Source: an optimization exercise on an open RTL-to-GDS flow (aim: a short achievable clock period and few clock cycles). Production flows keep margins and buffers that such runs may drop.
Function was not checked in any run shown here: the RTL went through the layout flow alone.
Power figures rest on the tool's default switching activity, not on a simulated workload.

--- flow/config.mk ---
export PLATFORM = sky130hd
export DESIGN_NAME = hw5_cpu
export DESIGN_NICKNAME = hw5_cpu
export VERILOG_FILES = /design/flow/design.v
export SDC_FILE = /design/flow/constraint.sdc
export NUM_CORES = 4
export LEC_CHECK = 0
export CAP_MARGIN = 20
export CORE_MARGIN = 2
export CORE_UTILIZATION = 40
export SLEW_MARGIN = 20
--- flow/constraint.sdc ---
create_clock -name core_clock -period 12.0 [get_ports {clk}]
set_input_delay 2.4000 -clock core_clock [delete_from_list [all_inputs] [get_ports {clk}]]
set_output_delay 2.4000 -clock core_clock [all_outputs]
set_load 0.01 [all_outputs]
--- flow/design.v ---
module SignExtension(
  In, 
  Out
);
input signed [15:0] In; 
output signed [31:0] Out;
assign Out = In;
endmodule  
module SevenSeg(OUT,IN);
input  [3:0] IN;
output [6:0] OUT;
assign OUT =
  (IN == 4'h0) ? 7'b1000000 :
  (IN == 4'h1) ? 7'b1111001 :
  (IN == 4'h2) ? 7'b0100100 :
  (IN == 4'h3) ? 7'b0110000 :
  (IN == 4'h4) ? 7'b0011001 :
  (IN == 4'h5) ? 7'b0010010 :
  (IN == 4'h6) ? 7'b0000010 :
  (IN == 4'h7) ? 7'b1111000 :
  (IN == 4'h8) ? 7'b0000000 :
  (IN == 4'h9) ? 7'b0010000 :
  (IN == 4'hA) ? 7'b0001000 :
  (IN == 4'hb) ? 7'b0000011 :
  (IN == 4'hc) ? 7'b1000110 :
  (IN == 4'hd) ? 7'b0100001 :
  (IN == 4'he) ? 7'b0000110 :
    7'b0001110 ;
endmodule
module AddKS(
  A,
  B,
  CI,
  S
);
parameter W = 16;
input  [W-1:0] A;
input  [W-1:0] B;
input          CI;
output [W-1:0] S;
wire [W-1:0] p = A ^ B;
wire [6*W-1:0] g;
wire [6*W-1:0] t;
assign g[W-1:0] = (A & B) | {{(W-1){1'b0}}, p[0] & CI};
assign t[W-1:0] = p;
genvar l, i;
generate
  for (l = 0; l < 5; l = l + 1) begin : lvl
    for (i = 0; i < W; i = i + 1) begin : pos
      if (i >= (1 << l)) begin : comb
        assign g[(l+1)*W+i] = g[l*W+i] | (t[l*W+i] & g[l*W+i-(1<<l)]);
        assign t[(l+1)*W+i] = t[l*W+i] & t[l*W+i-(1<<l)];
      end else begin : pass
        assign g[(l+1)*W+i] = g[l*W+i];
        assign t[(l+1)*W+i] = t[l*W+i];
      end
    end
  end
endgenerate
assign S = p ^ {g[5*W +: W-1], CI};
endmodule  
module hw5_cpu(
  clk,
  rst_n,
  imem_addr,
  imem_data,
  dmem_addr,
  dmem_we,
  dmem_wdata,
  dmem_rdata,
  LEDR, LEDG,
  HEX0, HEX1, HEX2, HEX3
);
input clk;
input rst_n;
output [9:0] imem_addr;
input [32-1:0] imem_data;
output [9:0] dmem_addr;
output dmem_we;
output [16-1:0] dmem_wdata;
input [16-1:0] dmem_rdata;
output [9:0] LEDR;
output [7:0] LEDG;
output [6:0] HEX0, HEX1, HEX2, HEX3;
reg rst_q;
always @(posedge clk)
  rst_q <= rst_n;
reg [15:0] pc_f;
reg        x_v;
reg [15:0] x_pc;                    
reg [15:0] x_pc4;                   
reg        x_rp;                    
reg        x_lt;                    
reg [2:0]  x_lcc;                   
reg        x_sum, x_and, x_link;    
reg        x_wreg, x_load, x_store;
reg        x_jmp, x_jsrr, x_movi;
reg        x_pv;                    
reg [15:0] x_pval;                  
reg [3:0]  x_rd;
reg [15:0] x_b, x_c, x_a;           
reg        x_bm, x_cm, x_am;        
reg        m_wreg;
reg        m_load;
reg        m_we;
reg [3:0]  m_rd;
reg [15:0] m_res;
reg [9:0]  m_addr;                  
reg [15:0] m_sdata;                 
reg [15:0] lr;                      
reg [15:0] rf [0:15];
reg [2:0]  cc;
reg [9:0]  ledr_q;
reg [7:0]  ledg_q;
reg [6:0]  hex0_q, hex1_q, hex2_q, hex3_q;
assign imem_addr  = pc_f[11:2];
assign dmem_addr  = m_addr;
assign dmem_we    = m_we;
assign dmem_wdata = m_sdata;
assign LEDR = ledr_q;
assign LEDG = ledg_q;
assign HEX0 = hex0_q;
assign HEX1 = hex1_q;
assign HEX2 = hex2_q;
assign HEX3 = hex3_q;
function [2:0] ccof;
  input [15:0] v;
  ccof = v[15] ? 3'b100 : (v == 16'h0) ? 3'b010 : 3'b001;
endfunction
wire [7:0]  f_op  = imem_data[31:24];
wire [3:0]  f_ra  = imem_data[23:20];
wire [3:0]  f_rb  = imem_data[19:16];
wire [3:0]  f_rc  = imem_data[11:8];
wire [15:0] f_imm = imem_data[15:0];
wire f_add  = (f_op == 8'b00000000);
wire f_addi = (f_op == 8'b00000001);
wire f_and  = (f_op == 8'b00001000);
wire f_andi = (f_op == 8'b00001001);
wire f_mov  = (f_op == 8'b00010000);
wire f_movi = (f_op == 8'b00010001);
wire f_ldw  = (f_op == 8'b00101010);
wire f_stw  = (f_op == 8'b00110010);
wire f_br   = (f_op[7:3] == 5'b11011);
wire f_jmp  = (f_op == 8'b11100000);
wire f_jsr  = (f_op == 8'b11110000);
wire f_jsrr = (f_op == 8'b11111000);
wire f_immt   = f_addi | f_andi | f_ldw | f_stw | f_movi | f_br | f_jsr;
wire f_uses_b = f_add | f_addi | f_and | f_andi | f_ldw | f_stw | f_jmp | f_jsrr;
wire f_uses_c = f_add | f_and | f_mov;
wire f_wreg   = f_add | f_addi | f_and | f_andi | f_mov | f_movi | f_ldw | f_jsr | f_jsrr;
wire [3:0] f_rd = (f_mov | f_movi) ? f_rb : (f_jsr | f_jsrr) ? 4'd7 : f_ra;
wire xw = x_v && x_wreg;
wire b_m = xw     && (x_rd == f_rb);
wire b_w = m_wreg && (m_rd == f_rb);
wire c_m = xw     && (x_rd == f_rc);
wire c_w = m_wreg && (m_rd == f_rc);
wire a_m = xw     && (x_rd == f_ra);
wire a_w = m_wreg && (m_rd == f_ra);
wire [15:0] m_val = m_load ? dmem_rdata : m_res;
wire [15:0] f_bval = b_w ? m_val : rf[f_rb];
wire [15:0] f_cval = c_w ? m_val : rf[f_rc];
wire [15:0] f_aval = a_w ? m_val : rf[f_ra];
wire f_ldep = x_v && x_load &&
  ((f_uses_b && x_rd == f_rb) || (f_uses_c && x_rd == f_rc) || (f_stw && x_rd == f_ra));
wire f_stall = f_br && ((x_v && x_load) || (!xw && m_load));
wire [15:0] pc4_f = pc_f + 16'h4;
wire [4:0] tgt_lo = {1'b0, pc_f[5:2]} + {1'b0, f_imm[3:0]} + 5'd1;
wire imm_pos = (f_imm[13:4] == 10'h000);
wire imm_neg = (f_imm[13:4] == 10'h3FF);
wire f_short = imm_pos || imm_neg;
wire [9:0] pch_inc = pc_f[15:6] + 10'd1;
wire [9:0] pch_dec = pc_f[15:6] - 10'd1;
wire hi_inc = imm_pos && tgt_lo[4];
wire hi_dec = imm_neg && !tgt_lo[4];
wire [9:0] tgt_hi = ({10{hi_inc}} & pch_inc) | ({10{hi_dec}} & pch_dec) |
                    ({10{!hi_inc && !hi_dec}} & pc_f[15:6]);
wire [15:0] tgt_f = {tgt_hi, tgt_lo[3:0], pc_f[1:0]};
wire movi_hit = x_v && x_movi && (x_rd == f_rb);
wire [15:0] jmp_pval = movi_hit ? x_c : (f_rb == 4'd7) ? lr : pc4_f;
wire [13:0] jsrr_hi;
AddKS #(.W(14)) add_jsrr(.A(pc_f[15:2]), .B(x_c[13:0]), .CI(1'b1), .S(jsrr_hi));
wire [15:0] jsrr_pf  = {jsrr_hi, pc_f[1:0]};
wire [15:0] fb = x_bm ? m_res : x_b;
wire [15:0] fc = x_cm ? m_res : x_c;
wire [15:0] fa = x_am ? m_res : x_a;
wire [15:0] sum;
AddKS #(.W(16)) add_alu(.A(fb), .B(fc), .CI(1'b0), .S(sum));
wire [15:0] andv = fb & fc;
wire [15:0] res = x_sum ? sum :
                  x_and ? andv :
                  x_link ? x_pc4 :
                  fc;
function zsum;    
  input [15:0] a;
  input [15:0] b;
  zsum = ((a ^ b) == {a[14:0] | b[14:0], 1'b0});
endfunction
wire [15:0] s_bc, s_bm, s_mc, s_mm;
AddKS #(.W(16)) add_sbc(.A(x_b),   .B(x_c),   .CI(1'b0), .S(s_bc));
AddKS #(.W(16)) add_sbm(.A(x_b),   .B(m_res), .CI(1'b0), .S(s_bm));
AddKS #(.W(16)) add_smc(.A(m_res), .B(x_c),   .CI(1'b0), .S(s_mc));
AddKS #(.W(16)) add_smm(.A(m_res), .B(m_res), .CI(1'b0), .S(s_mm));
wire n_sum = (x_bm && x_cm && s_mm[15]) || (x_bm && !x_cm && s_mc[15]) ||
             (!x_bm && x_cm && s_bm[15]) || (!x_bm && !x_cm && s_bc[15]);
wire z_sum = x_bm ? (x_cm ? zsum(m_res, m_res) : zsum(m_res, x_c)) :
                    (x_cm ? zsum(x_b, m_res)   : zsum(x_b, x_c));
wire n_and = fb[15] & fc[15];
wire z_and = x_bm ? (x_cm ? (m_res == 16'h0) : ((m_res & x_c) == 16'h0)) :
                    (x_cm ? ((x_b & m_res) == 16'h0) : ((x_b & x_c) == 16'h0));
wire n_pass = fc[15];
wire z_pass = x_cm ? (m_res == 16'h0) : (x_c == 16'h0);
wire n_x = x_sum ? n_sum : x_and ? n_and : x_link ? x_lcc[2] : n_pass;
wire z_x = x_sum ? z_sum : x_and ? z_and : x_link ? x_lcc[1] : z_pass;
wire [2:0] cc_x = {n_x, !n_x && z_x, !n_x && !z_x};
wire [2:0] cc_now = m_wreg ? ccof(m_res) : cc;
wire [2:0] cc_live = xw ? cc_x : cc_now;
wire f_take = f_jsr || (f_br && ((f_op[2:0] & cc_live) != 3'b000));
wire pred_ok = x_pv && (x_bm ? (m_res == x_pval) : (x_b == x_pval));
wire redirect = x_v && (x_rp || x_lt || ((x_jmp || x_jsrr) && !pred_ok));
wire go = x_v && !x_rp;
wire [13:0] jsrb_hi, jsrm_hi, far_hi;
AddKS #(.W(14)) add_jsrb(.A(x_pc4[15:2]), .B(x_b[13:0]),   .CI(1'b0), .S(jsrb_hi));
AddKS #(.W(14)) add_jsrm(.A(x_pc4[15:2]), .B(m_res[13:0]), .CI(1'b0), .S(jsrm_hi));
AddKS #(.W(14)) add_far(.A(x_pc4[15:2]),  .B(x_c[13:0]),   .CI(1'b0), .S(far_hi));
wire t_rp  = x_rp;
wire t_far = !x_rp && x_lt;
wire t_jmp = !x_rp && !x_lt && x_jmp;
wire t_jrb = !x_rp && !x_lt && !x_jmp && !x_bm;
wire t_jrm = !x_rp && !x_lt && !x_jmp && x_bm;
wire [15:0] target = ({16{t_rp}} & x_pc) | ({16{t_jmp}} & fb) |
                     ({16{t_far}} & {far_hi, x_pc4[1:0]}) |
                     ({16{t_jrb}} & {jsrb_hi, x_pc4[1:0]}) |
                     ({16{t_jrm}} & {jsrm_hi, x_pc4[1:0]});
wire p_red  = redirect;
wire p_hold = !redirect && f_stall;
wire p_go   = !redirect && !f_stall;
wire p_tgt  = p_go && f_take && f_short;
wire p_jmp  = p_go && f_jmp;
wire p_jsrr = p_go && f_jsrr && movi_hit;
wire p_seq  = p_go && !(f_take && f_short) && !f_jmp && !(f_jsrr && movi_hit);
wire [15:0] pc_next = ({16{p_red}} & target) | ({16{p_hold}} & pc_f) |
                      ({16{p_tgt}} & tgt_f) | ({16{p_jmp}} & jmp_pval) |
                      ({16{p_jsrr}} & jsrr_pf) | ({16{p_seq}} & pc4_f);
always @(posedge clk)
begin
  if (!rst_n) begin
    pc_f <= 16'h0;
    x_v  <= 1'b0;
  end else begin
    pc_f <= pc_next;
    x_v  <= !redirect && !f_stall;
  end
  if (!rst_q)
    lr <= 16'h0;
  else if (f_jsr || f_jsrr)
    lr <= pc4_f;
  x_pc    <= pc_f;
  x_pc4   <= pc4_f;
  x_rp    <= f_ldep;
  x_lt    <= f_take && !f_short;
  x_lcc   <= ccof(pc4_f);
  x_sum   <= f_add | f_addi | f_ldw | f_stw;
  x_and   <= f_and | f_andi;
  x_link  <= f_jsr | f_jsrr;
  x_wreg  <= f_wreg;
  x_load  <= f_ldw;
  x_store <= f_stw;
  x_jmp   <= f_jmp;
  x_jsrr  <= f_jsrr;
  x_movi  <= f_movi;
  x_pv    <= f_jmp || movi_hit;
  x_pval  <= f_jmp ? jmp_pval : x_c;
  x_rd    <= f_rd;
  x_b  <= f_bval;
  x_bm <= b_m;
  x_c  <= f_immt ? f_imm : f_cval;
  x_cm <= !f_immt && c_m;
  x_a  <= f_aval;
  x_am <= a_m;
end
always @(posedge clk)
begin
  if (!rst_q) begin
    m_wreg <= 1'b0;
    m_load <= 1'b0;
    m_we   <= 1'b0;
    m_res  <= 16'h0;
    m_addr <= 10'h0;
  end else begin
    m_wreg <= go && x_wreg;
    m_load <= go && x_load;
    m_we   <= go && x_store;
    m_res  <= res;
    if (go && (x_load || x_store))
      m_addr <= sum[9:0];
  end
  m_rd    <= x_rd;
  if (go && x_store)
    m_sdata <= fa;
end
integer k;
always @(posedge clk)
begin
  if (!rst_q) begin
    for (k = 0; k < 16; k = k + 1)
      rf[k] <= 16'h0;
    cc <= 3'b000;
  end else if (m_wreg) begin
    rf[m_rd] <= m_val;
    cc <= ccof(m_val);
  end
end
wire [6:0] seg0, seg1, seg2, seg3;
SevenSeg sseg0(.OUT(seg3), .IN(m_sdata[15:12]));
SevenSeg sseg1(.OUT(seg2), .IN(m_sdata[11:8]));
SevenSeg sseg2(.OUT(seg1), .IN(m_sdata[7:4]));
SevenSeg sseg3(.OUT(seg0), .IN(m_sdata[3:0]));
always @(posedge clk)
begin
  if (!rst_q) begin
    ledr_q <= 10'h3FF;
    ledg_q <= 8'hFF;
    hex3_q <= 7'b0100001;  
    hex2_q <= 7'b0000110;  
    hex1_q <= 7'b0001000;  
    hex0_q <= 7'b0100001;  
  end else if (m_we) begin
    if (m_addr == 1020)
      ledr_q <= m_sdata[9:0];
    if (m_addr == 1021)
      ledg_q <= m_sdata[7:0];
    if (m_addr == 1022) begin
      hex3_q <= seg3;
      hex2_q <= seg2;
      hex1_q <= seg1;
      hex0_q <= seg0;
    end
  end
end
endmodule  
--- flow/flow/run.sh ---
#!/bin/bash
# The standard layout, with timing repair aimed below the design's period.
set -euo pipefail
bash standard.sh SETUP_SLACK_MARGIN=9 finish > flow.log 2>&1
--- flow/standard.sh ---
#!/bin/bash
# synth_recipe.tcl (not shown) runs the flow's synth.tcl, then flattens the netlist and writes it again
# the make line also repeats each setting of config.mk as NAME=value (left out here)
make -C /OpenROAD-flow-scripts/flow DESIGN_CONFIG=/design/flow/config.mk WORK_HOME=/design/flow/orfs CLKGATE_MAP_FILE= SYNTH_SCRIPT=/design/flow/synth_recipe.tcl "${@:-finish}"
==> results of run 1 <==
==> cell usage in the layout, fill, tap and decap left out, types with 17 or more instances in the layout <==
cell       Yosys  routed
ha_1         169     164
nand2_4        0      30
dfxtp_4        0      18
o21ai_1        4      38
buf_8          0      17
buf_6          6     148
nor4_1        31      24
mux2_2        62      38
nor2_1       453     432
nand3_1       41      37
a21oi_2        1      19
o21ai_0      149      91
xnor2_1       95      83
buf_4         10     195
mux2i_1       78      68
and3_1        23      20
buf_2          7      20
mux2_4         0      24
nand2_2        0      22
buf_16         0      55
a21oi_1      113      94
nand4_1       39      39
nor3_1        66      54
a211oi_1      60      48
xor2_1        73      68
mux4_2       240     240
clkbuf_16      0      59
nand2_1      240     187
nor2b_1       22      19
dfxtp_2        0      75
buf_12         0      47
edfxtp_1     272     272
dfxtp_1      231     138
inv_1        105      97
==> final timing paths <==
check                                end  slack [ns]  cells after the start
worst min register to register  x_pc4[1]        0.41                      0
worst min-delay path            x_pc4[1]        0.41                      0
worst max-delay path            pc_f[14]        7.87                     11
worst max register to register  pc_f[14]        8.15                     12
==> what timing repair did <==
item / CTS / global route
setup endpoints to repair: 582 / 323
gates resized for setup: 1096 / 169
endpoints found under the hold margin: 0 / 0
hold buffers: 0 / 0
pin swaps: 90 / 97
setup buffers: 199 / 57
cloned: 60 / 2
==> stage by stage <==
stage / instances / utilization, % / total power, W
final: 4514 / 53.7 / 0.00503
after global routing: 4514 / 53.7 / 0.00514
after CTS: 4455 / 52.3 / 0.00491
after detailed placement: 4091 / 43.6 / 0.00294
after global placement: 4091 / 43.6 / 0.00294
after floorplan: 3057 / - / 0.00264
==> worst reg2reg max path: cells and delay by family, from the launching register on <==
family                   cells  cell delay [ns]
AO/OA/AOI/OAI                7             2.21
adder cells (fa/ha/maj)      2             0.71
AND/OR/NAND/NOR              3             0.37
flip-flops                   1             0.44
==> synth_stat cells (73+ instances only) <==
master and n:
o21ai_0 149, a21oi_1 113, nand2_1 240, mux2i_1 78, nor2_1 453, clkbuf_1 179, inv_1 105, mux4_2 240
xor2_1 73, xnor2_1 95, edfxtp_1 272, dfxtp_1 231, ha_1 169
==> power groups by stage <==
stage	sequential, W	clock (W)	combinational, W
2_1_floorplan	0.00197	0	0.000671
3_3_place_gp	0.00204	0	0.000899
3_5_place_dp	0.00204	0	0.000900
4_1_cts	0.00200	0.00181	0.00109
5_1_grt	0.00201	0.00189	0.00123
6_report	0.00202	0.00183	0.00118
==> registers in the layout (all words and copies together) (netlist names), 7 cells and up <==
register  flops
x_pc         14
x_b          16
m_sdata      16
ledr_q       10
hex1_q        7
lr           16
m_res        16
rf          256
ledg_q        8
hex0_q        7
pc_f         16
m_addr       10
x_a          16
x_pc4        16
x_c          16
hex2_q        7
x_pval       16
hex3_q        7
==> metal layers <==
layer | wire length (um) | vias up
met2 | 63500 | 2246
met3 | 17300 | 735
met1 | 49100 | 14140
met5 | 43 | -
met4 | 12800 | 6
li1 | - | 12057
==> layout make-up <==
type	count	area [um^2]	area share (%)
multi-input combinational	2219	19900	46.1
sequential	503	13000	30.0
timing repair buffer	516	6610	15.3
clock buffer	68	1450	3.35
tap	1060	1330	3.07
inverter	109	469	1.09
clock inverter	37	463	1.07
timing repair inverter	2	36.3	0.0839
==> cells by family (layout without fill, tap and decap cells) <==
family	count (synthesis)	in the layout	synth area share, %
AOI/OAI and AO/OA	501	501	9.98
and+or+nand+nor	992	993	13.6
xor gates and xnor gates	168	168	4.54
buffers and inverters	336	732	4.17
muxes	382	382	21.3
DFF	503	503	39.5
adders and majority gates	175	175	6.89
==> impl_results.md, run 1 <==
* Inserted Diodes at 0
* Period utilisation layout at 34.4%
* Worst-path cell chain: buf_6 -> nand4_1 -> nor3_4 -> and3_4 -> nand4_1 -> or3_1 -> o21ai_1 -> xor2_1 -> nand2_1 -> mux2i_1 -> o31a_1
* Buf/Inv on CP at 1
* Post-synth EDFFs at 272
* Most frequent CP cell: nand4_1
* Worst hold start: pc_f[1]
* Initial antenna violation count at 3
* Cell Area, Placed at 35100 um^2
* Syn_area_per_cell at 10.6 um^2
* Share of power burned in registers at 40.1%
* GP Congestion at 0.957
* Max-slew violation count at 0
* Rows at 104
* Status: finished clean
* Largest net degree at the start of global routing at 56
* Final wirelength at 143000 um
* Crit path largest cell delay at 0.44 ns
* Layout fillers at 6837
* Predominant post-synthesis flop cell: edfxtp_1
* Max clock buf depth at 3
* 1st-pass router iterations at 8
* Static leakage at 16.9 nW
* Initial drt markers at 3925
* Routed len/inst at 31.6 um
* Synth top area share at 25.2%
* RSZ-0062 raised after global routing: true
* H-tree Lvls at 2
* Most Crowded Layer GR: met2
* Flops & latches, synth at 503
* Worst-margin pin slew at 0.955 ns
* Met1 global-route usage at 40.1%
* Endpoints failing setup at 0
* Seq/Total Area, Yosys at 39.5%
* Core Region at 80400 um^2
* Sinks on Clock Net at 503
* Crit path launch: imem_data[13]
* Clock network fraction of design power at 36.4%
* Vias after detailed routing at 29184
* Cell variety after synth at 85
* CTS Buf Count at 56
* Peak VDD IR at 0.131 mV
* FF-to-FF Start: m_res[0]
* Share of layout cells above drive strength 1 at 36.3%
* Max transition margin at 36.2%
* Total congestion overflow at 0
* Clock Skews at 0.0516 ns
* Synth warnings at 1
* First-pass GRT wire length at 199000 um
* Ports at 133
* Critical path class: in2reg
* Max-cap viol count at 0
* Crit end category: flop
* Place WS at 6.00 ns
* Hold WS at 0.405 ns
* CTS tree: yes
* Post-route DRC at 0
* DIE HEIGHT at 289 um
* Port-buffer cells at 132
* Vias in the first global route at 28309
* Crit path arrival time at 4.65 ns
* Fin crit period at 4.13 ns
* Setup_tns at 0 ns
* Slowest CP cell: nor3_4
* Area grow syn2layout at 33.4%
* Initial core utilization at 40.3%
* Startpoint types: input port
* Logic pwr share at 23.5%
* Worst skew pair latency at 0.68 ns
* Avg Vias per Cell at 6.47
* All-Layer GR Usage at 33.4%
* Worst hold path class: reg2reg
* Die width at 289 um
* Post-DRT Antenna Nets at 0
* Worst path top cell family by delay: simple AND/OR/NAND/NOR gates
* M2 GR Usage at 51.3%
* Switching part of the total at 31.1%
* Crit path required time at 12.52 ns
* Root Driver: clkbuf_16
* Final setup margin at 7.87 ns
* Achievable Freq at 0.242 GHz
* CP max FO at 3
* Asr flop ratio synth at 0%
* Synth Instances at 3057
* GR Util met3 at 9.68%
* Die ar. at 83300 um^2
* Int Pwr at 0.00346 W
* Pwr dens at 116 nW/um^2
* Final hold viol count at 0
* Top post-synthesis cells by area: edfxtp_1, mux4_2, dfxtp_1
* Mapped cell area at 32400 um^2
* Post-DP HPWL at 83000 um
* Leading area contributor after synthesis: edfxtp_1
* Post-route cell area at 43200 um^2
* NetSw at 0.00156 W
* Final #Nets at 3632
* Worst-path clk slew at 0.07 ns
==> run 2: changes to the inputs <==
--- a/flow/design.v
+++ b/flow/design.v
@@ -163,13 +163,16 @@
 wire f_ldep = x_v && x_load &&
   ((f_uses_b && x_rd == f_rb) || (f_uses_c && x_rd == f_rc) || (f_stw && x_rd == f_ra));
 wire f_stall = f_br && ((x_v && x_load) || (!xw && m_load));
-wire [15:0] pc4_f = pc_f + 16'h4;
+wire [13:0] pc4_hi;
+AddKS #(.W(14)) add_pc4(.A(pc_f[15:2]), .B(14'h0), .CI(1'b1), .S(pc4_hi));
+wire [15:0] pc4_f = {pc4_hi, pc_f[1:0]};
 wire [4:0] tgt_lo = {1'b0, pc_f[5:2]} + {1'b0, f_imm[3:0]} + 5'd1;
 wire imm_pos = (f_imm[13:4] == 10'h000);
 wire imm_neg = (f_imm[13:4] == 10'h3FF);
 wire f_short = imm_pos || imm_neg;
-wire [9:0] pch_inc = pc_f[15:6] + 10'd1;
-wire [9:0] pch_dec = pc_f[15:6] - 10'd1;
+wire [9:0] pch_inc, pch_dec;
+AddKS #(.W(10)) add_pinc(.A(pc_f[15:6]), .B(10'h000), .CI(1'b1), .S(pch_inc));
+AddKS #(.W(10)) add_pdec(.A(pc_f[15:6]), .B(10'h3FF), .CI(1'b0), .S(pch_dec));
 wire hi_inc = imm_pos && tgt_lo[4];
 wire hi_dec = imm_neg && !tgt_lo[4];
 wire [9:0] tgt_hi = ({10{hi_inc}} & pch_inc) | ({10{hi_dec}} & pch_dec) |
==> impl_results.md, run 2 <==
* Status: finished clean
* Cell Area, Placed at 35200 um^2 (+0.38%)
* CP max FO at 4 (+1)
* Post-route cell area at 42700 um^2 (-1.2%)
* Layout fillers at 6770 (-0.98%)
* Largest net degree at the start of global routing at 54 (-3.6%)
* Clock network fraction of design power at 37.7% (+1.3 points)
* Share of power burned in registers at 39.6% (-0.5 points)
* Die width at 289 um (about the same)
* Crit end category: flop
* Vias in the first global route at 28643 (+1.2%)
* Post-synth EDFFs at 272 (unchanged)
* CTS Buf Count at 57 (+1.8%)
* Achievable Freq at 0.241 GHz (-0.63%)
* Total congestion overflow at 0 (unchanged)
* Synth warnings at 1 (unchanged)
* Pwr dens at 119 nW/um^2 (+2.7%)
* Crit path arrival time at 4.69 ns (+0.04 ns)
* Seq/Total Area, Yosys at 39.5% (about the same)
* Max FFs per register at 256 (unchanged)
* Place WS at 6.36 ns (+0.362 ns)
* Initial antenna violation count at 2 (-1)
* Area grow syn2layout at 31.8%
* Switching part of the total at 30.7% (-0.40 points)
* Reg with most FFs: rf
* Most common cell after layout, fill and taps aside: nor2_1
* Initial core utilization at 40.3% (about the same)
* Vias after detailed routing at 28909 (-0.94%)
* Die ar. at 83400 um^2 (about the same)
* Final hold viol count at 0 (unchanged)
* Commonest non-fill, non-tap cells in the layout: nor2_1, edfxtp_1, mux4_2
* Peak VDD IR at 0.112 mV (-15%)
* Max clock buf depth at 3 (unchanged)
* Post-DRT Antenna Nets at 0 (unchanged)
* CTS tree: yes
* Predominant post-synthesis flop cell: edfxtp_1
* Fin crit period at 4.16 ns (+0.0261 ns)
* Critical path class: in2reg
* Avg Vias per Cell at 6.46 (-0.15%)
* Ports at 133 (unchanged)
* Routed len/inst at 31.0 um (-1.9%)
* Worst skew pair latency at 0.70 ns (+0.02 ns)
* Setup_tns at 0 ns (unchanged)
* Max-cap viol count at 0 (unchanged)
* Final core utilization at 53.1% (-0.63 points)
* Final #Nets at 3595 (-1.0%)
* NetSw at 0.00156 W (+0.18%)
* Leading area contributor after synthesis: edfxtp_1
* Post-DP HPWL at 86600 um (+4.3%)
* Synth top area share at 25.2% (about the same)
* Core Region at 80400 um^2 (unchanged)
* Inserted Diodes at 0 (unchanged)
* Final setup margin at 7.84 ns (-0.0261 ns)
* Worst hold path class: reg2reg
* Sinks on Clock Net at 503 (unchanged)
* Max transition margin at 32.4% (-3.8 points)
* Root Driver: clkbuf_16
* Final wirelength at 139000 um (-2.7%)
* Mapped cell area at 32400 um^2 (about the same)
* Synth Instances at 3048 (-0.29%)
* Flops & latches, synth at 503 (unchanged)
* Clock Skews at 0.0803 ns (+0.0286 ns)
* Cell variety after synth at 78 (-8.2%)
* Max-slew violation count at 0 (unchanged)
* Int Pwr at 0.00354 W (+2.1%)
* Endpoints failing setup at 0 (unchanged)
* Period utilisation layout at 34.6% (+0.22 points)
* Asr flop ratio synth at 0% (unchanged)
* DIE HEIGHT at 289 um (about the same)
* Syn_area_per_cell at 10.6 um^2 (+0.33%)
* Worst-margin pin slew at 1.01 ns (+0.0595 ns)
* H-tree Lvls at 2 (unchanged)
* Hold_buf cts at 0 (unchanged)
* Share of layout cells above drive strength 1 at 35.1% (-1.2 points)
* First-pass GRT wire length at 197000 um (-0.99%)
* Top-count cell post-synth: nor2_1
* Post-route DRC at 0 (unchanged)
* Logic pwr share at 22.7% (-0.8 points)
* Port-buffer cells at 132 (unchanged)
* GP Congestion at 0.982 (+2.6%)
* RSZ-0062 raised after global routing: true
* 1st-pass router iterations at 7 (-1)
* Worst-path clk slew at 0.06 ns (about the same)
* Initial drt markers at 3864 (-1.6%)
* Hold WS at 0.453 ns (+0.0478 ns)
* Startpoint types: input port
* Crit path required time at 12.53 ns (about the same)
* Static leakage at 16.5 nW (-2.2%)
* Post-synth top cells: nor2_1, edfxtp_1, mux4_2
* Top post-synthesis cells by area: edfxtp_1, mux4_2, dfxtp_1
* All-Layer GR Usage at 32.7% (-0.68 points)
* Rows at 104 (unchanged)
==> run 2: cell types whose count changed in the layout (fill, tap and decap cells not counted), sizes merged, moves of 8 or more <==
cell | previous run | this run
xor2 | 73 | 90
xnor2 | 95 | 76
a211oi | 60 | 73
o21ai | 153 | 139
nor2 | 453 | 431
buf | 482 | 457
a21o | 14 | 22
nand3 | 42 | 52
a221o | 12 | 2
==> run 2: logic make-up after synthesis <==
family	Yosys count	synth area share, %
buf+inv	335	4.12
compound gates	524	10.6
mux	379	21.2
flops	503	39.5
fa+ha+maj	175	6.89
simple gates	966	13.3
xor+xnor	166	4.48
==> run 2: power by group through the flow <==
stage	sequential, W	clock [W]	combinational [W]
after detailed placement	0.00205	0	0.000929
after global routing	0.00202	0.00200	0.00121
after floorplan	0.00197	0	0.000676
after global placement	0.00204	0	0.000912
final	0.00202	0.00192	0.00116
after CTS	0.00201	0.00192	0.00109
==> run 2: worst max-delay path, stage by stage <==
cell	delay (ns)
buf_8	0.10
buf_4	0.14
nor4_4	0.45
buf_4	0.22
nand3_2	0.08
buf_6	0.16
a21oi_4	0.17
nor2b_4	0.19
buf_4	0.12
a21oi_2	0.05
xor2_1	0.20
nor4_2	0.05
a311o_1	0.34
==> run 2: final cells by class <==
class | instances | area [um^2] | area share [%]
Sequential cell | 503 | 13000 | 30.3
Timing Repair inverter | 2 | 28.8 | 0.0674
Multi-Input combinational cell | 2213 | 19900 | 46.7
Timing Repair Buffer | 483 | 5910 | 13.8
Inverter | 110 | 498 | 1.17
Tap cell | 1060 | 1330 | 3.10
Clock inverter | 41 | 562 | 1.32
Clock buffer | 66 | 1480 | 3.47
==> run 2: through the flow <==
stage | std cells | total power [W]
2_1_floorplan | 3048 | 0.00265
3_3_place_gp | 4082 | 0.00296
3_5_place_dp | 4087 | 0.00297
4_1_cts | 4433 | 0.00503
5_1_grt | 4478 | 0.00523
6_report | 4478 | 0.00510
==> run 2: routing by layer <==
| layer | track usage [%] | share of wire (%) | up-vias |
|---|---|---|---|
| met5 | 0 | 0.019 | - |
| met4 | 20.3 | 7.3 | 4 |
| met3 | 8.25 | 11 | 548 |
| met2 | 52.2 | 46 | 2049 |
| met1 | 39.7 | 35 | 14277 |
| li1 | - | - | 12031 |
==> run 2: worst paths after layout <==
| kind | from | end | slack, ns | cells past startpoint |
|---|---|---|---|---|
| setup / recovery | imem_data[6] | pc_f[9] | 7.84 | 13 |
| hold / removal | x_rp | m_wreg | 0.45 | 1 |
| setup reg to reg | x_c[13] | pc_f[8] | 8.16 | 13 |
| hold reg to reg | x_rp | m_wreg | 0.45 | 1 |
==> run 2: repair_timing <==
item | CTS | global route
gates resized for setup | 1070 | 116
setup buffers | 191 | 42
endpoints found under the setup margin | 477 | 232
pin swaps | 80 | 67
gates cloned | 48 | 2
endpoints found under the hold margin | 0 | 0
==> run 3: changes to the inputs <==
--- a/flow/config.mk
+++ b/flow/config.mk
@@ -9,3 +9,4 @@
 export CORE_MARGIN = 2
 export CORE_UTILIZATION = 40
 export SLEW_MARGIN = 20
+export SYNTH_HIERARCHICAL = 1
==> impl_results.md, run 3 <==
* Status: finished clean
* CP max FO at 14 (+10)
* Share of power burned in registers at 33.1% (-6.5 points)
* Synth Instances at 3288 (+7.9%)
* Period utilisation layout at 34.0% (-0.68 points)
* H-tree Lvls at 2 (unchanged)
* Crit path launch: imem_data[19]
* GP Congestion at 0.933 (-5.0%)
* Crit end category: flop
* Max-cap viol count at 0 (unchanged)
* RSZ-0062 raised after global routing: true
* Rows at 109 (+4.8%)
* Int Pwr at 0.00413 W (+17%)
* Hold endpoint: m_rd[0]
* CTS Buf Count at 56 (-1.8%)
* Max transition margin at 29.1% (-3.3 points)
* Crit path required time at 12.50 ns (-0.03 ns)
* Largest net degree at the start of global routing at 69 (+28%)
* Worst hold path class: reg2reg
* DIE HEIGHT at 302 um (+4.6%)
* Final #Nets at 3926 (+9.2%)
* Max FFs per register at 256 (unchanged)
* Root Driver: clkbuf_16
* Critical path class: in2reg
* 1st-pass router iterations at 5 (-2)
* Fin crit period at 4.07 ns (-0.0817 ns)
* Setup_tns at 0 ns (unchanged)
* Pwr dens at 145 nW/um^2 (+21%)
* Vias in the first global route at 29218 (+2.0%)
* Worst R2R End: pc_f[14]
* All-Layer GR Usage at 30.2% (-2.5 points)
* Worst hold path stage count at 0 (-1)
* Vias after detailed routing at 30330 (+4.9%)
* Most common cell after layout, fill and taps aside: nor2_1
* Post-route DRC at 0 (unchanged)
* Die ar. at 91200 um^2 (+9.4%)
* NetSw at 0.00244 W (+56%)
* Initial core utilization at 40.2% (-0.068 points)
* Logic pwr share at 38.6% (+16 points)
* Ports at 133 (unchanged)
* Avg Vias per Cell at 6.28 (-2.7%)
* Switching part of the total at 37.2% (+6.5 points)
* Crit path arrival time at 4.58 ns (-0.11 ns)
* Cell Area, Placed at 38300 um^2 (+8.7%)
* Worst hold start: x_rd[0]
* Worst-path clk slew at 0.06 ns (about the same)
* Post-DP HPWL at 87000 um (+0.46%)
* Initial drt markers at 3872 (+0.21%)
* Clock Skews at 0.0736 ns (-0.00667 ns)
* Core Region at 88200 um^2 (+9.7%)
* Sinks on Clock Net at 503 (unchanged)
* Final core utilization at 51.4% (-1.7 points)
* CTS tree: yes
* Startpoint types: input port
* Worst skew pair latency at 0.68 ns (-0.02 ns)
* # placed instances at 4469 (+9.3%)
* Worst-margin pin slew at 1.06 ns (+0.0466 ns)
* Reg with most FFs: rf
* Area grow syn2layout at 27.7%
* Static leakage at 17.9 nW (+8.7%)
* Total congestion overflow at 0 (unchanged)
* Post-DRT Antenna Nets at 0 (unchanged)
* Endpoints failing setup at 0 (unchanged)
* Mapped cell area at 35500 um^2 (+9.5%)
* Synth warnings at 7 (+6)
* Final hold viol count at 0 (unchanged)
* FF-to-FF Start: x_c[7]
* Syn_area_per_cell at 10.8 um^2 (+1.5%)
* Final wirelength at 141000 um (+1.2%)
* Routed len/inst at 29.1 um (-6.1%)
* R2R cell count at 15 (+2)
* Share of layout cells above drive strength 1 at 32.8% (-2.3 points)
* FF-to-FF setup slack at 7.94 ns (-0.22 ns)
* Clock network fraction of design power at 28.3% (-9.4 points)
* Initial antenna violation count at 4 (+2)
* Max clock buf depth at 3 (unchanged)
* Commonest non-fill, non-tap cells in the layout: nor2_1, nand2_1, edfxtp_1
* Port-buffer cells at 132 (unchanged)
* Die width at 302 um (+4.6%)
* Hold WS at 0.440 ns (-0.0126 ns)
* Peak VDD IR at 0.166 mV (+49%)
* Achievable Freq at 0.245 GHz (+2.0%)
* Final Non-Filler Cells at 4827 (+7.8%)
* Layout fillers at 7680 (+13%)
* Post-route cell area at 45300 um^2 (+6.1%)
* Max-slew violation count at 0 (unchanged)
* First-pass GRT wire length at 200000 um (+1.5%)
run 3: changes by cell type in the layout (fill, tap and decap cells not counted), sizes merged, moves of 20 or more:
| cell | before | now |
|---|---|---|
| a21o | 22 | 47 |
| ha | 169 | 243 |
| nor2 | 431 | 371 |
| nand2 | 236 | 308 |
| a211oi | 73 | 37 |
| a21boi | 8 | 43 |
| nor3 | 64 | 22 |
| o211ai | 19 | 43 |
| inv | 106 | 82 |
| nand3 | 52 | 73 |
| conb | 0 | 49 |
| a22oi | 5 | 25 |
| buf | 457 | 423 |
| o21ai | 139 | 98 |
run 3: worst max-delay path, cell delays in order:
cell and delay, ns:
buf_8 0.10, buf_12 0.13, xor2_4 0.18, nor4_4 0.43, nand3_4 0.19, buf_12 0.19, nor3_4 0.17, nor2_1 0.07
nand3_1 0.14, a31oi_4 0.05, buf_12 0.16, a221o_1 0.34
run 3: worst max-delay path by stage:
| stage | to | slack (ns) | depth (start not counted) |
|---|---|---|---|
| 2_1_floorplan | pc_f[13] | 7.83 | 9 |
| 3_3_place_gp | pc_f[13] | 5.76 | 10 |
| 3_5_place_dp | pc_f[11] | 5.75 | 10 |
| 4_1_cts | pc_f[14] | 8.04 | 14 |
| 5_1_grt | pc_f[14] | 7.83 | 14 |
| 6_report | pc_f[8] | 7.93 | 12 |
run 3: power groups by stage:
| stage | clock network [W] | logic, W | registers, W |
|---|---|---|---|
| final | 0.00186 | 0.00254 | 0.00218 |
| after global placement | 0 | 0.00215 | 0.00222 |
| after floorplan | 0 | 0.00163 | 0.00210 |
| after global routing | 0.00193 | 0.00273 | 0.00218 |
| after CTS | 0.00187 | 0.00242 | 0.00217 |
| after detailed placement | 0 | 0.00215 | 0.00222 |
run 3: per-layer routing:
| layer | GRT usage [%] | vias up | share of wire (%) |
|---|---|---|---|
| met5 | 0.569 | - | 0.065 |
| met4 | 18.9 | 4 | 7.4 |
| met2 | 47.0 | 2056 | 45 |
| li1 | - | 12994 | - |
| met1 | 37.9 | 14747 | 36 |
| met3 | 7.05 | 529 | 11 |
run 3: cell type report:
class / instances / area, um^2 / share of cell area [%]
clock buffers: 68 / 1490 / 3.28
flip-flops and latches: 503 / 13000 / 28.7
multi-input cells: 2511 / 23000 / 50.7
inverters: 83 / 349 / 0.770
clock inverters: 38 / 478 / 1.05
well taps: 1165 / 1460 / 3.21
diodes: 2 / 5.00 / 0.0110
repair buffers: 457 / 5550 / 12.2
run 3: what timing repair did:
action / CTS / global route
hold buffers: 0 / 0
pin swaps: 39 / 26
resized for setup: 999 / 126
cloned: 40 / 3
buffers inserted: 169 / 37
setup endpoints to repair: 487 / 237
run 3: metrics by stage:
step           total power [W]  setup slack (ns)
2_1_floorplan          0.00373              7.83
3_3_place_gp           0.00437              5.76
3_5_place_dp           0.00437              5.75
4_1_cts                0.00645              8.04
5_1_grt                0.00684              7.83
6_report               0.00657              7.93

-- afterwards: timing with drivers on the ports --
How much do the figures lean on ideal ports? The routed layouts below were timed once more, with nothing changed but the port constraints.
Step 1 (the two cells are an assumption about what drives the block):
set clk [get_ports {clk}]
set_driving_cell -lib_cell sky130_fd_sc_hd__clkbuf_16 $clk
set_driving_cell -lib_cell sky130_fd_sc_hd__buf_2 [delete_from_list [all_inputs] $clk]
Step 2, shift: input delay + t, output delay - t, t = (earliest + latest rising clock arrival at the registers) / 2. This alone moves slack from input paths to output paths.
Slacks: ideal / step 1 / step 2; pairs: ideal / step 1.
run	t, ns	slack for setup (ns)	hold WS [ns]	worst register clock-pin slew, ns	pins driven straight from the clock port
run 1	0.718	7.870 / 7.871 / 7.153	0.405 / 0.405 / 0.405	0.07 / 0.07	1
run 2	0.723	7.844 / 7.862 / 7.140	0.453 / 0.453 / 0.453	0.08 / 0.08	1
run 3	0.712	7.926 / 7.937 / 7.236	0.440 / 0.440 / 0.440	0.08 / 0.08	1
After both steps setup and hold are still met in every run listed. The setup slack of run 1, which loses most, moves by +0.001 ns with the drivers and by -0.717 ns with both steps.
